This design comes from an exercise in tuning for small area, a short achievable clock period and few clock cycles on the open sky130 flow, not from production work. Only simulation tests tie the RTL to the original design; equivalence was not proved.

==> job 7978: inputs <==
==> flow/design.v (excerpt) <==
module divider
(
    input clk,
    input rst,
    input  logic div_start,
    input logic [2:0] div_op,
    input  logic [31:0] dividend,  
    input  logic [31:0] divisor,  
    output logic [31:0] quotient,  
    output logic [31:0] remainder,  
    output logic div_stall,
    output logic div_done
);
==> module divider, before the edit <==
module divider
(
    input clk,
    input rst,
    input  logic div_start,
    input logic [2:0] div_op,
    input  logic [31:0] dividend,  
    input  logic [31:0] divisor,  
    output logic [31:0] quotient,  
    output logic [31:0] remainder,  
    output logic div_stall,
    output logic div_done
);
    localparam logic [2:0] S_IDLE = 3'b000, S_PREP = 3'b001, S_ITER = 3'b011,
                           S_FIX  = 3'b101, S_DONE = 3'b010;
    logic [2:0]  state;
    logic [31:0] rq;     
    logic [31:0] rr;     
    logic [31:0] rd;     
    logic [3:0]  cnt;    
    logic        nq;     
    logic        nr;     
    logic [5:0]  lza;    
    logic [5:0]  lzb;    
    logic        bzr;    
    logic [31:0] rq_s, rr_s;
    cneg u_nq (.x(rq), .n(nq), .y(rq_s));
    cneg u_nr (.x(rr), .n(nr), .y(rr_s));
    assign quotient  = rq;
    assign remainder = rr;
    assign div_stall = state[0] | (div_start & ~state[1]);
    assign div_done  = state[1] & ~state[0];
    logic sa_in, sb_in;
    logic [5:0] lza_in, lzb_in;
    assign sa_in = ~div_op[0] & dividend[31];
    assign sb_in = ~div_op[0] & divisor[31];
    logic [3:0] atop;
    assign atop = dividend[31:28] ^ {4{sa_in}};
    always_comb begin
        lza_in = 6'd4;
        for (int i = 0; i < 4; i++)
            if (atop[i]) lza_in = 6'(3 - i);
    end
    lzc32 u_lzb (.x(divisor ^ {32{sb_in}}), .n(lzb_in));
    logic       big;
    logic [4:0] diff;
    logic [3:0] itl;
    logic [4:0] itr;
    assign big  = lzb[5] | (lzb[4:1] == 4'hf);
    logic [6:0] dfull; assign dfull = {1'b0,lzb} + {6'd0, nq} + 7'd2 - {1'b0,lza}; assign diff = dfull[6] ? 5'd0 : dfull[4:0];
    assign itl  = big ? 4'd0 : diff[4:1];
    assign itr  = (big | state[2]) ? 5'b10000 : {1'b0, itl};
    assign bzr  = lzb[5] & ~nr;
    logic [31:0] rot0, rot1, rot2, rot3, rot4, hm;
    assign rot0 = rq_s;
    assign rot1 = itr[0] ? {rot0[1:0],  rot0[31:2]}  : rot0;
    assign rot2 = itr[1] ? {rot1[3:0],  rot1[31:4]}  : rot1;
    assign rot3 = itr[2] ? {rot2[7:0],  rot2[31:8]}  : rot2;
    assign rot4 = itr[3] ? {rot3[15:0], rot3[31:16]} : rot3;
    assign hm = ~(32'hffff_ffff >> {itr, 1'b0});
    logic [33:0] x;
    assign x = {rr, rq[31:30]};
    logic [33:0] t1; logic c1;
    skadd #(34) u_t1 (.a(x), .b(~{2'b0, rd}), .ci(1'b1), .s(t1), .co(c1));
    logic [32:0] t2h; logic c2;
    skadd #(33) u_t2 (.a(x[33:1]), .b(~{1'b0, rd}), .ci(1'b1), .s(t2h), .co(c2));
    logic [34:0] a3, b3, d3, s3, c3, t3;
    logic c3o;
    assign a3 = {1'b0, x};
    assign b3 = ~{2'b0, rd, 1'b0};
    assign d3 = ~{3'b0, rd};
    assign s3 = a3 ^ b3 ^ d3;
    assign c3 = (a3 & b3) | (a3 & d3) | (b3 & d3);
    skadd #(35) u_t3 (.a(s3), .b({c3[33:0], 1'b1}), .ci(1'b1), .s(t3), .co(c3o));
    logic ge1, ge2, ge3;
    assign ge1 = c1;
    assign ge2 = c2;
    assign ge3 = ~t3[34];
    logic [31:0] r_next;
    logic [1:0]  q_dig;
    always_comb begin
        if (ge3)      r_next = t3[31:0];
        else if (ge2) r_next = {t2h[30:0], x[0]};
        else if (ge1) r_next = t1[31:0];
        else          r_next = x[31:0];
        q_dig = {ge2, ge3 | (ge1 & ~ge2)};
    end
    always_ff @(posedge clk) begin
        if (rst) state <= S_IDLE;
        else begin
            case (state)
                S_IDLE: if (div_start) state <= S_PREP;
                S_PREP: state <= (itr != 5'd0) ? S_ITER : (nq ^ nr) | nq ? S_FIX : S_DONE;
                S_ITER: if (cnt == 4'd0) state <= (nq | nr) ? S_FIX : S_DONE;
                S_FIX:  state <= S_DONE;
                default: state <= S_IDLE;
            endcase
        end
    end
    always_ff @(posedge clk) begin
        lza <= lza_in;
        lzb <= lzb_in;
        case (state)
            S_PREP: begin
                rr  <= rot4 & ~hm;
                rq  <= rot4 & hm;
                rd  <= rr_s;
                cnt <= itl - 4'd1;
                nq  <= (nq ^ nr) & ~bzr;
                nr  <= nq;
            end
            S_ITER: begin
                rr  <= r_next;
                rq  <= {rq[29:0], q_dig};
                cnt <= cnt - 4'd1;
            end
            S_FIX: begin
                rr  <= rr_s;
                rq  <= rot4 & hm;
            end
            default: begin
                rr  <= divisor;
                rq  <= dividend;
                nq  <= sa_in;
                nr  <= sb_in;
            end
        endcase
    end
endmodule
Settings: LEC_CHECK=0, CAP_MARGIN=20, CORE_MARGIN=2, CORE_UTILIZATION=40, CTS_BUF_LIST=sky130_fd_sc_hd__clkbuf_4 sky130_fd_sc_hd__clkbuf_8, PLACE_DENSITY=0.6, SLEW_MARGIN=20; clock period 10.0 ns.
standard.sh (not shown) runs the stock make flow with config.mk's settings and CLKGATE_MAP_FILE= SYNTH_SCRIPT=/design/flow/synth_recipe.tcl, a recipe that flattens the netlist after the stock synthesis.
==> flow/flow/run.sh <==
#!/bin/bash
# Standard layout (the standard.sh, unchanged synthesis), with two
# changes to how the layout is made:
#  - the port buffers are buf_1 cells (repair_timing upsizes them where
#    timing needs it) instead of the delay cells buffer_ports picks
#  - repair_timing aims for a setup slack of 5.6 ns
export BUFFER_PORTS_ARGS="-buffer_cell sky130_fd_sc_hd__buf_1"
export SETUP_SLACK_MARGIN=5.6
bash standard.sh > standard.log 2>&1
==> job 8881: changes against job 7978 <==
--- a/flow/design.v
+++ b/flow/design.v
@@ -35,10 +35,10 @@
     assign sa_in = ~div_op[0] & dividend[31];
     assign sb_in = ~div_op[0] & divisor[31];
-    logic [3:0] atop;
-    assign atop = dividend[31:28] ^ {4{sa_in}};
+    logic [7:0] atop;
+    assign atop = dividend[31:24] ^ {8{sa_in}};
     always_comb begin
-        lza_in = 6'd4;
-        for (int i = 0; i < 4; i++)
-            if (atop[i]) lza_in = 6'(3 - i);
+        lza_in = 6'd8;
+        for (int i = 0; i < 8; i++)
+            if (atop[i]) lza_in = 6'(7 - i);
     end
     lzc32 u_lzb (.x(divisor ^ {32{sb_in}}), .n(lzb_in));
==> job 7519: changes against job 7978 <==
--- a/flow/design.v
+++ b/flow/design.v
@@ -35,11 +35,5 @@
     assign sa_in = ~div_op[0] & dividend[31];
     assign sb_in = ~div_op[0] & divisor[31];
-    logic [3:0] atop;
-    assign atop = dividend[31:28] ^ {4{sa_in}};
-    always_comb begin
-        lza_in = 6'd4;
-        for (int i = 0; i < 4; i++)
-            if (atop[i]) lza_in = 6'(3 - i);
-    end
+    lzc32 u_lza (.x(dividend ^ {32{sa_in}}), .n(lza_in));
     lzc32 u_lzb (.x(divisor ^ {32{sb_in}}), .n(lzb_in));
     logic       big;
--- a/flow/config.mk
+++ b/flow/config.mk
@@ -9,5 +9,4 @@
 export CORE_MARGIN = 2
 export CORE_UTILIZATION = 40
-export CTS_BUF_LIST = sky130_fd_sc_hd__clkbuf_4 sky130_fd_sc_hd__clkbuf_8
 export PLACE_DENSITY = 0.6
 export SLEW_MARGIN = 20
==> notes <==
Synthesized area, lowest first: job 7978, job 8881, job 7519. First-iteration DRC count: job 8881 is smaller than job 7519 (about 14%). Core utilization, highest first: job 7519, job 7978, job 8881. Against job 7978, the register-to-register slack of job 8881 is better by 0.09 ns. Die area: job 7519 > job 8881 > job 7978. Against job 7519, the via count of job 7978 is lower by about 11%. Of job 7519 and job 8881, job 7519 has the higher worst setup slack (gap 0.046 ns).
==> figures <==
| item | job 7519 | job 8881 | job 7978 |
|---|---|---|---|
| Worst max-slew margin expressed relative to the limit | 42.2% | 42.1% | 33.1% |
| Total number of sequential cells | 117 | 115 | 114 |
| Die Footprint | 41100 um^2 | 38600 um^2 | 38000 um^2 |
| Synth Area in Simple Gates | 20.9% | 19.3% | 18.1% |
| Result of the run | finished clean | finished clean | finished clean |
| Site Rows | 72 | 70 | 69 |
| Reg2reg setup slack | 5.66 ns | 5.70 ns | 5.61 ns |
| Startpoint of the most critical setup path | div_start | div_start | lzb[1] |
| Antenna diode count | 1 | 0 | 0 |
| Effective utilization at floorplan | 40.7% | 40.5% | 40.7% |
| TritonCTS Sinks | 117 | 115 | 114 |
| Worst-margin pin slew | 0.860 ns | 0.866 ns | 1.00 ns |
| Worst hold stages | 2 | 3 | 1 |
| FF-to-FF path depth | 10 | 15 | 15 |
Testbench counts of job 7978, summed over its fixed seeds: cycles 16,632.
Testbench counts of job 8881, summed over its fixed seeds: cycles 16,581.
Testbench counts of job 7519, summed over its fixed seeds: cycles 16,580.

## what the ideal ports hide
The results above use ideal ports. As a check the final layouts listed here were re-extracted and re-timed, cells and wires unchanged. Step 1, drivers: a clkbuf_16 drives clk and a buf_2 each remaining input, both assumed. Step 2, shift: input delay + t, output delay - t, t = (earliest + latest rising clock arrival at the registers) / 2. This alone moves slack from input paths to output paths. Three values: no drivers, after step 1, after step 2; two values: the first two.
run | shift t [ns] | setup WS [ns] | worst hold slack (ns) | worst register clock-pin slew, ns
job 7978 | 0.546 | 5.607 / 5.585 / 5.271 | 0.621 / 0.621 / 0.621 | 0.09 / 0.09
job 8881 | 0.506 | 5.551 / 5.529 / 5.193 | 0.616 / 0.616 / 0.616 | 0.09 / 0.09
job 7519 | 0.478 | 5.597 / 5.550 / 5.180 | 0.632 / 0.632 / 0.632 | 0.07 / 0.07
After both steps every run listed still meets setup and hold. For job 7519, which loses most, drivers alone change the setup slack by -0.047 ns; drivers and shift together by -0.417 ns.
